From an optimization exercise on the open Yosys and OpenROAD flow, aimed at small area and few clock cycles per item; shortcuts taken in it are not production practice.
In this exercise RTL edits were held to simulation tests only and were not proved equivalent to the original.

==> flow/design.v (outline; a module is shown in full before it is edited, if it fits) <==
// module TwiddleDigits3: 20 lines
// module TwiddleDigits4: 28 lines
// module TwiddleDigits5: 32 lines
// module TwiddleDigits6: 48 lines
// module TwiddleDigits7: 80 lines
// module FA: 10 lines
// module HA: 9 lines
// module DelayBuffer: 24 lines
// module SdfStage0: 445 lines
// module SdfStage1: 615 lines
// module SdfStage2: 1492 lines
// module SdfStage3: 1355 lines
// module SdfStage4: 1490 lines
// module SdfStage5: 1492 lines
// module SdfStage6: 1492 lines
// module SdfStage7: 1492 lines
// module fft_256_top: 59 lines
module fft_256_top (
    input         clock,
    input         reset,
    input         input_en,
    input  [31:0] input_real,
    input  [31:0] input_imag,
    output        output_en,
    output [31:0] output_real,
    output [31:0] output_imag
);
  // ...
==> flow/flow/run.sh <==
#!/bin/bash
# Layout flow: the standard layout (standard.sh), with clock tree synthesis
# run without dummy loads. Every tool's output goes to a log file in this folder.
set -euo pipefail
export CTS_ARGS="-sink_clustering_enable -repair_clock_nets -sink_clustering_size 30 -sink_clustering_max_diameter 100 -buf_list sky130_fd_sc_hd__clkbuf_16 -dont_use_dummy_load"
bash standard.sh > flow_standard.log 2>&1
==> flow/standard.sh <==
#!/bin/bash
# synth_recipe.tcl (not shown) runs the flow's synth.tcl, then flattens the netlist and writes it again
# the make line also repeats each setting of config.mk as NAME=value (left out here)
make -C /OpenROAD-flow-scripts/flow DESIGN_CONFIG=/design/flow/config.mk WORK_HOME=/design/flow/orfs CLKGATE_MAP_FILE= SYNTH_SCRIPT=/design/flow/synth_recipe.tcl "${@:-finish}"
==> flow/config.mk <==
export PLATFORM = sky130hd
export DESIGN_NAME = fft_256_top
export DESIGN_NICKNAME = fft_256_top
export VERILOG_FILES = /design/flow/design.v
export SDC_FILE = /design/flow/constraint.sdc
export NUM_CORES = 8
export LEC_CHECK = 0
export CAP_MARGIN = 20
export CORE_MARGIN = 2
export CORE_UTILIZATION = 50
export CTS_BUF_LIST = sky130_fd_sc_hd__clkbuf_16
export CTS_CLUSTER_DIAMETER = 100
export CTS_CLUSTER_SIZE = 30
export SLEW_MARGIN = 20
export SYNTH_HIERARCHICAL = 1
export SYNTH_MEMORY_MAX_BITS = 131072
export SYNTH_MINIMUM_KEEP_SIZE = 0
==> flow/constraint.sdc <==
create_clock -name core_clock -period 14.0 [get_ports {clock}]
set_input_delay 2.8000 -clock core_clock [delete_from_list [all_inputs] [get_ports {clock}]]
set_output_delay 2.8000 -clock core_clock [all_outputs]
set_load 0.01 [all_outputs]
==> out/qor.txt, run 1 <==
Post-Synth Adder-Cell Area: 0.2261
Period minus WS final: 12.58 ns
fmax: 79.46 MHz
status: finished with violations
violated checks: antenna rules
# DRC: 0
Clock-cell share: 0.02822
commonest non-fill, non-tap cells in the layout: dfxtp_1, fa_1, o22ai_1
R2R Setup Slk: 1.42 ns
top post-synthesis cells by area: dfxtp_1, fa_1, o22ai_1, xor2_1, xnor2_1
setup bufs post-CTS: 0
worst endpoint required time: 14.98 ns
total track usage: 0.2758
cell mode on critical path: fa_1
Max stage delay on crit path: 0.69 ns
warnings from Yosys: 37
Antenna Diode Count: 222
Biggest Area Class: sequential cells
seq_cells: 17,040
worst min path class: flop to flop
Placement Setup Slack: 1.368 ns
ANT nets after route: 1
total area of sequential cells: 0.3419 mm^2
worst slew pin tran: 1.284 ns
largest registers: stage8.db0.buf_im (4064), stage8.db0.buf_re (4064)
met1 Usage GRT: 0.3848
vias: 317,400
multi-input gate share of total cell area: 0.3698
Worst setup EP type: flop
CP Buf/Inv Count: 3
layer with the highest usage: met1
clkbuf count: 703
Testbench counts, summed over its fixed seeds: cycles 18,480, frames 64.
==> run 2: changes to the inputs <==
==> flow/run.sh (new file) <==
#!/bin/bash
# synth_recipe.tcl (not shown) runs the flow's synth.tcl, then flattens the netlist and writes it again
# the make line also repeats each setting of config.mk as NAME=value (left out here)
make -C /OpenROAD-flow-scripts/flow DESIGN_CONFIG=/design/flow/config.mk WORK_HOME=/design/flow/orfs CLKGATE_MAP_FILE= SYNTH_SCRIPT=/design/flow/synth_recipe.tcl finish
removed: flow/flow/run.sh
removed: flow/standard.sh
==> run 2 against run 1 <==
Against the previous run: the run now finishes clean; critical path depth is the same; critical path type unchanged; clock skew is 0.041 ns lower; first-iteration DRC count grew 2.3%; highest routed layer unchanged; largest cell class unchanged; final cell count increased by 0.39%.
==> out/qor.txt, run 2 <==
status: no timing/DRC/antenna violations (was finished with violations)
drt pass-1 iters: 7 (was 9)
Post-CTS Resized: 0 (unchanged)
worst endpoint required time: 15.03 ns (was 14.98 ns)
wire per inst: 29.07 um (was 29.16 um)
Top FF cell, synth: dfxtp_1 (unchanged)
leading area contributor after synthesis: dfxtp_1 (unchanged)
Rel. slew slack: 0.06924 (was 0.1437)
ys async rst share: 0.003521 (unchanged)
count leader, synth: dfxtp_1 (unchanged)
cell mode on critical path: fa_1 (unchanged)
setup bufs post-CTS: 0 (unchanged)
crit path DAT: 13.69 ns (was 13.56 ns)
WS Path Type: flop to flop (unchanged)
total area of sequential cells: 0.3419 mm^2 (about the same)
Finished Layout Cells: 57,020 (was 56,800)
largest net degree at the start of global routing: 118 (unchanged)
warnings from Yosys: 37 (unchanged)
io pins: 132 (unchanged)
EDFF count, synth: 0 (unchanged)
Setup crit start kind: flop (unchanged)
clk buf depth: 5 (unchanged)
commonest non-fill, non-tap cell in the layout: dfxtp_1 (unchanged)
Clock Skew: 0.1287 ns (was 0.1697 ns)
nets@finish: 47,970 (unchanged)
commonest non-fill, non-tap cells in the layout: dfxtp_1, fa_1, o22ai_1 (unchanged)
first-pass GRT wire length: 2369 mm (was 2367 mm)
cts bufs inserted: 703 (unchanged)
mean cell area of the mapped netlist: 13.97 um^2 (unchanged)
total track usage: 0.2760 (was 0.2758)
Max Cap Violations: 0 (unchanged)
Worst-Skew Late Latency: 1.20 ns (about the same)
Mapped Area: 0.5865 mm^2 (unchanged)
Clock Sinks: 17,040 (unchanged)
RD Place Congestion: 0.9535 (unchanged)
H-tree depth: 6 (unchanged)
Final Hold Vio Count: 0 (unchanged)
Worst setup EP type: flop (unchanged)
drt total wl: 1658 mm (was 1656 mm)
max-slew violations: 0 (unchanged)
Initial DRC Count: 33,700 (was 32,950)
most frequent cells after synthesis: dfxtp_1, fa_1, o22ai_1 (unchanged)
Die Ht: 1.087 mm (unchanged)
Multi-input gate area: 0.2306 mm^2 (unchanged)
post-route cell area: 0.6266 mm^2 (was 0.6234 mm^2)
Max stage delay on crit path: 0.72 ns (was 0.69 ns)
row count: 397 (unchanged)
number of hold-repair buffers added at the cts stage: 0 (unchanged)
share of post-route cells with drive strength above 1: 0.06400 (was 0.06041)
hold_ws: 0.2165 ns (was 0.2026 ns)
hpwl dp: 1141 mm (unchanged)
Area growth syn-to-layout: 6.836% (was 6.289%)
Filler Cells Inserted: 96,010 (was 96,310)
Die Wd: 1.087 mm (unchanged)
Starting Density: 0.5018 (unchanged)
Worst path slowest cell: dfrtp_1 (unchanged)
total core area: 1.169 mm^2 (unchanged)
Placed Cells: 55,880 (unchanged)
vias in the first global route: 331,600 (was 331,000)
Gate Count Post-Synth: 41,980 (unchanged)
setup TNS: 0 ns (unchanged)
DP Area: 0.6052 mm^2 (unchanged)
worst slew pin tran: 1.394 ns (was 1.284 ns)
vias per cell: 5.578 (was 5.587)
grt ovf: 0 (unchanged)
worst min path class: flop to flop (unchanged)
top post-synthesis cells by area: dfxtp_1, fa_1, o22ai_1, xor2_1, xnor2_1 (unchanged)
Net Count, Synth: 48,930 (unchanged)
fmax: 78.98 MHz (was 79.46 MHz)
Final Cycle Share: 0.9044 (was 0.8989)
CTS tree: yes (unchanged)
Setup Viol. Count Final: 0 (unchanged)
crit-path max FO: 24 (unchanged)
die area: 1.182 mm^2 (unchanged)
initial antenna violation count: 177 (was 167)
sequential area share after synthesis: 0.5822 (unchanged)
largest registers: stage8.db0.buf_im (4064), stage8.db0.buf_re (4064) (unchanged)
Buffers on Ports: 131 (unchanged)
post-synthesis register bit count: 17,040 (unchanged)
CTS clk-pin slew, worst paths: 0.11 ns (was 0.10 ns)
# DRC: 0 (unchanged)
vias: 318,100 (was 317,400)
RSZ-0062 raised after global routing: no (unchanged)
ANT nets after route: 0 (was 1)
Root Driver: clkbuf_16 (unchanged)
Period minus WS final: 12.66 ns (was 12.58 ns)
Unique masters post-synth: 132 (unchanged)
top cell type's share of synthesized area: 0.5796 (unchanged)
run 2: routing by layer:
metal  global-route usage  wire (um)
met5             0.002524       1608
met2               0.3801     659800
met4               0.1099      77300
met1               0.3847     713000
met3               0.1156     205800
run 2: per-module statistics from Yosys, one instance, submodules excluded, a selection:
module	area [um^2]	cells	flops+latches
SdfStage3	18370	2638	136
TwiddleDigits7	3949	665	0
SdfStage2	8363	1142	135
FA	20.02	1	0
SdfStage4	21830	3128	137
SdfStage5	24190	3363	185
HA	12.51	1	0
TwiddleDigits5	1574	266	0
SdfStage6	24160	3354	186
SdfStage7	24210	3359	187
SdfStage1	6782	628	198
SdfStage0	4833	443	133
TwiddleDigits4	1012	156	0
TwiddleDigits3	427.9	58	0
run 2: final timing paths:
path	slack [ns]	from	depth (start not counted)	endpoint
worst min-delay path	0.22	stage6.db0.buf_re[3][22]$_DFF_P_	0	stage6.db0.buf_re[4][22]$_DFF_P_
worst max register to register	1.34	stage5.cnt[1]$_DFF_PP0_	33	stage5.output_real[28]$_DFF_P_
max in group asynchronous	11.51	reset	3	stage6.cnt[5]$_DFF_PP0_
min in group asynchronous	1.72	reset	2	stage8.output_en$_DFF_PP0_
worst max-delay path	1.34	stage5.cnt[1]$_DFF_PP0_	33	stage5.output_real[28]$_DFF_P_
worst min register to register	0.22	stage6.db0.buf_re[3][22]$_DFF_P_	0	stage6.db0.buf_re[4][22]$_DFF_P_
run 2: logic make-up after synthesis:
kind of cell / share of synthesized area
and+or+nand+nor: 0.02369
buffers and inverters: 0.02555
xor gates and xnor gates: 0.07375
AOI/OAI and AO/OA: 0.06487
adders and majority gates: 0.2261
DFF: 0.5822
muxes: 0.003900
run 2: per-stage QoR:
step | utilization | worst slack (ns)
after floorplan | - | 2.138
final | 0.5361 | 1.338
after global routing | 0.5356 | 0.9318
after CTS | 0.5355 | 1.282
after detailed placement | 0.5178 | 1.368
after global placement | 0.5178 | 1.186
run 2: worst max-delay path: cells and delay by family, from the launching register on:
| kind | cells | cell delay, ns |
|---|---|---|
| adders and majority gates | 14 | 6.63 |
| and+or+nand+nor | 7 | 1.84 |
| AOI/OAI and AO/OA | 7 | 1.58 |
| buffers and inverters | 3 | 1.01 |
| DFF | 1 | 0.72 |
| muxes | 1 | 0.54 |
| xor gates and xnor gates | 1 | 0.14 |
run 2: area by class of cell:
class | count | area share
Multi-Input combinational cell | 21040 | 0.3679
Clock inverter | 162 | 0.004676
Sequential cell | 17040 | 0.5456
Timing Repair Buffer | 1166 | 0.01490
Tap cell | 15560 | 0.03107
Inverter | 1070 | 0.006416
Antenna cell | 273 | 0.001090
Clock buffer | 709 | 0.02831
==> run 3: changes to the inputs <==
==> flow/flow/run.sh (new file) <==
#!/bin/bash
# Layout flow: the standard layout (standard.sh), with clock tree synthesis
# run without dummy loads.
# Every tool's output goes to a log file in this folder (flow_standard.log here,
# the per-step logs under orfs/logs/).
set -euo pipefail
export CTS_ARGS="-sink_clustering_enable -repair_clock_nets -sink_clustering_size 28 -sink_clustering_max_diameter 100 -buf_list sky130_fd_sc_hd__clkbuf_16 -dont_use_dummy_load"
bash standard.sh > flow_standard.log 2>&1
==> flow/standard.sh (new file) <==
#!/bin/bash
# synth_recipe.tcl (not shown) runs the flow's synth.tcl, then flattens the netlist and writes it again
# the make line also repeats each setting of config.mk as NAME=value (left out here)
make -C /OpenROAD-flow-scripts/flow DESIGN_CONFIG=/design/flow/config.mk WORK_HOME=/design/flow/orfs CLKGATE_MAP_FILE= SYNTH_SCRIPT=/design/flow/synth_recipe.tcl "${@:-finish}"
--- a/flow/config.mk
+++ b/flow/config.mk
@@ -11,5 +11,5 @@
 export CTS_BUF_LIST = sky130_fd_sc_hd__clkbuf_16
 export CTS_CLUSTER_DIAMETER = 100
-export CTS_CLUSTER_SIZE = 30
+export CTS_CLUSTER_SIZE = 28
 export SLEW_MARGIN = 20
 export SYNTH_HIERARCHICAL = 1
removed: flow/run.sh
==> run 3 against run 2 <==
Against the previous run: non-clock buffer count stayed put; now fails the layout checks on capacitance limit, slew limit; highest routed layer unchanged; area after synthesis stayed put; sequential cell count stayed put; sequential share of layout area is 0.18 points higher; routed wire length hardly changed; first-iteration DRC count is 0.26% lower; final cell count is 0.21% lower.
==> out/qor.txt, run 3 <==
CTS tree: yes (unchanged)
Period minus WS final: 12.59 ns (was 12.66 ns)
Post-CTS Resized: 0 (unchanged)
fmax: 79.44 MHz (was 78.98 MHz)
reg2reg start: stage3.cnt[0]$_DFF_PP0_ (was stage5.cnt[1]$_DFF_PP0_)
CTS clk-pin slew, worst paths: 0.10 ns (was 0.11 ns)
hpwl dp: 1141 mm (unchanged)
Gate Count Post-Synth: 41,980 (unchanged)
Setup Viol. Count Final: 0 (unchanged)
top cell type's share of synthesized area: 0.5796 (unchanged)
mean cell area of the mapped netlist: 13.97 um^2 (unchanged)
Net Count, Synth: 48,930 (unchanged)
Finished Core Util: 0.5343 (was 0.5361)
worst slew pin tran: 1.680 ns (was 1.394 ns)
Clock Sinks: 17,040 (unchanged)
Initial DRC Count: 33,610 (was 33,700)
commonest non-fill, non-tap cell in the layout: dfxtp_1 (unchanged)
Clock Skew: 0.1937 ns (was 0.1287 ns)
R2R Setup Slk: 1.41 ns (was 1.34 ns)
sequential area share after synthesis: 0.5822 (unchanged)
most frequent cells after synthesis: dfxtp_1, fa_1, o22ai_1 (unchanged)
worst r2r path cells: 33 (unchanged)
cts bufs inserted: 741 (was 703)
initial antenna violation count: 173 (was 177)
warnings from Yosys: 37 (unchanged)
Buffers on Ports: 131 (unchanged)
Final Hold Vio Count: 0 (unchanged)
Top FF cell, synth: dfxtp_1 (unchanged)
vias per cell: 5.588 (was 5.578)
EDFF count, synth: 0 (unchanged)
worst endpoint required time: 14.97 ns (was 15.03 ns)
Mapped Area: 0.5865 mm^2 (unchanged)
Max Cap Violations: 1 (was 0)
drt total wl: 1657 mm (was 1658 mm)
worst hold path endpoint: stage8.db0.buf_im[18][7]$_DFF_P_ (was stage6.db0.buf_re[4][22]$_DFF_P_)
Worst setup EP type: flop (unchanged)
Max stage delay on crit path: 0.56 ns (was 0.72 ns)
Worst path slowest cell: fa_1 (was dfrtp_1)
wire per inst: 29.12 um (was 29.07 um)
post-synthesis register bit count: 17,040 (unchanged)
drt pass-1 iters: 9 (was 7)
Die Wd: 1.087 mm (unchanged)
FF-to-FF End: stage3.output_real[24]$_DFF_P_ (was stage5.output_real[28]$_DFF_P_)
leading area contributor after synthesis: dfxtp_1 (unchanged)
largest registers: stage8.db0.buf_im (4064), stage8.db0.buf_re (4064) (unchanged)
violated checks: capacitance limit, slew limit
io pins: 132 (unchanged)
H-tree depth: 6 (unchanged)
status: finished with violations (was no timing/DRC/antenna violations)
ANT nets after route: 0 (unchanged)
setup bufs post-CTS: 0 (unchanged)
vias: 318,000 (was 318,100)
WHS Path Cells: 0 (unchanged)
die area: 1.182 mm^2 (unchanged)
crit-path max FO: 50 (was 24)
Rel. slew slack: -0.1218 (was 0.06924)
RSZ-0062 raised after global routing: no (unchanged)
first-pass GRT wire length: 2370 mm (was 2369 mm)
vias in the first global route: 331,700 (was 331,600)
Unique masters post-synth: 132 (unchanged)
count leader, synth: dfxtp_1 (unchanged)
share of post-route cells with drive strength above 1: 0.06123 (was 0.06400)
total track usage: 0.2762 (was 0.2760)
cell mode on critical path: fa_1 (unchanged)
ys async rst share: 0.003521 (unchanged)
Die Ht: 1.087 mm (unchanged)
Root Driver: clkbuf_16 (unchanged)
WS Path Type: flop to flop (unchanged)
number of hold-repair buffers added at the cts stage: 0 (unchanged)
Worst-Skew Late Latency: 1.21 ns (was 1.20 ns)
Area growth syn-to-layout: 6.476% (was 6.836%)
crit path DAT: 13.56 ns (was 13.69 ns)
worst min path class: flop to flop (unchanged)
commonest non-fill, non-tap cells in the layout: dfxtp_1, fa_1, o22ai_1 (unchanged)
hold_ws: 0.1726 ns (was 0.2165 ns)
# DRC: 0 (unchanged)
row count: 397 (unchanged)
max-slew violations: 56 (was 0)
Final Cycle Share: 0.8991 (was 0.9044)
grt ovf: 0 (unchanged)
Starting Density: 0.5018 (unchanged)
RD Place Congestion: 0.9535 (unchanged)
Setup crit start kind: flop (unchanged)
Hold Crit Start: stage8.db0.buf_im[17][7]$_DFF_P_ (was stage6.db0.buf_re[3][22]$_DFF_P_)
nets@finish: 48,010 (was 47,970)
clk buf depth: 5 (unchanged)
largest net degree at the start of global routing: 118 (unchanged)
top post-synthesis cells by area: dfxtp_1, fa_1, o22ai_1, xor2_1, xnor2_1 (unchanged)
setup TNS: 0 ns (unchanged)
total core area: 1.169 mm^2 (unchanged)
Filler Cells Inserted: 96,190 (was 96,010)
## run 3: cell counts after synthesis
Identical to the previous run, type by type.
## run 3: per-stage QoR
step           cell area (um^2)  cells  setup slack (ns)
4_1_cts                  623700  56620             1.355
3_5_place_dp             605200  55880             1.368
3_3_place_gp             605200  55880             1.186
6_report                 624500  56900             1.412
2_1_floorplan            586500  41980             2.138
5_1_grt                  624000  56720            0.9805
## run 3: logic make-up after synthesis
kind of cell | count (synthesis) | share of synthesized area
multiplexers | 199 | 0.003900
flip-flops | 17040 | 0.5822
AO/OA/AOI/OAI | 5999 | 0.06487
XOR/XNOR | 4933 | 0.07375
buffers and inverters | 3900 | 0.02555
AND/OR/NAND/NOR | 3005 | 0.02369
adder cells (fa/ha/maj) | 6905 | 0.2261
## run 3: per-layer routing
| metal | vias up | track usage | part of all wire |
|---|---|---|---|
| li1 | 134200 | - | - |
| met1 | 160900 | 0.3853 | 0.43 |
| met2 | 17990 | 0.3807 | 0.40 |
| met3 | 4725 | 0.1136 | 0.12 |
| met4 | 138 | 0.1100 | 0.048 |
| met5 | - | 0.009736 | 0.0012 |
## run 3: worst max-delay path by stage
stage	start	end	slack, ns
2_1_floorplan	stage3.cnt[1]$_DFF_PP0_	stage3.output_imag[25]$_DFF_P_	2.14
3_3_place_gp	stage3.cnt[0]$_DFF_PP0_	stage3.output_real[25]$_DFF_P_	1.19
3_5_place_dp	stage3.cnt[0]$_DFF_PP0_	stage3.output_real[27]$_DFF_P_	1.37
4_1_cts	stage3.cnt[0]$_DFF_PP0_	stage3.output_real[25]$_DFF_P_	1.36
5_1_grt	stage3.cnt[0]$_DFF_PP0_	stage3.output_real[29]$_DFF_P_	0.98
6_report	stage3.cnt[0]$_DFF_PP0_	stage3.output_real[24]$_DFF_P_	1.41
## run 3: per-module statistics from Yosys, one instance, submodules excluded, excerpt
module,cells inside,copies in the design,flip-flops and latches
FA,1,6160,0
HA,1,472,0
SdfStage1,628,1,198
SdfStage2,1142,1,135
SdfStage3,2638,1,136
SdfStage4,3128,1,137
SdfStage5,3363,1,185
SdfStage6,3354,1,186
SdfStage7,3359,1,187
TwiddleDigits3,58,1,0
TwiddleDigits4,156,1,0
TwiddleDigits5,266,1,0
TwiddleDigits6,406,1,0
## run 3: cell type report
type	count	area, um^2	area share
repair buffers	1166	9334	0.01495
clock buffers	741	18540	0.02969
well taps	15560	19470	0.03118
diodes	282	705.7	0.001130
inverters	1070	4020	0.006437
flip-flops and latches	17040	341900	0.5474
multi-input cells	21040	230600	0.3692
## run 3: worst max-delay path: cells and delay by family, from the launching register on
kind / cells / cell delay (ns)
buffers and inverters: 4 / 1.01
AND/OR/NAND/NOR: 2 / 0.47
AO/OA/AOI/OAI: 2 / 0.56
XOR/XNOR: 1 / 0.12
adder cells (fa/ha/maj): 24 / 9.74
flip-flops: 1 / 0.52

==> what the ideal ports hide <==
In the flow no input, the clock included, has a driving cell. The finished layouts below were timed again as built, in two steps. Step 1 sets driving cells, clkbuf_16 on the clock port and buf_2 on the other inputs (assumed; they add their load-dependent delay and slew). Step 2 times the ports against the registers' clock, not the clock port: input delays grow and output delays shrink by t, the midpoint of the rising clock arrivals with the driver on. a / b / c = ideal ports / drivers / drivers and shift; a / b = the first two.
run | t (ns) | setup WS [ns] | worst hold slack (ns) | worst setup path at the end | slew at the worst register clock pin (ns)
run 1 | 1.269 | 1.415 / 1.415 / 1.415 | 0.203 / 0.203 / 0.203 | register to register | 0.12 / 0.12
run 2 | 1.304 | 1.338 / 1.338 / 1.338 | 0.216 / 0.216 / 0.216 | register to register | 0.12 / 0.12
run 3 | 1.276 | 1.412 / 1.412 / 1.412 | 0.173 / 0.173 / 0.173 | register to register | 0.12 / 0.12
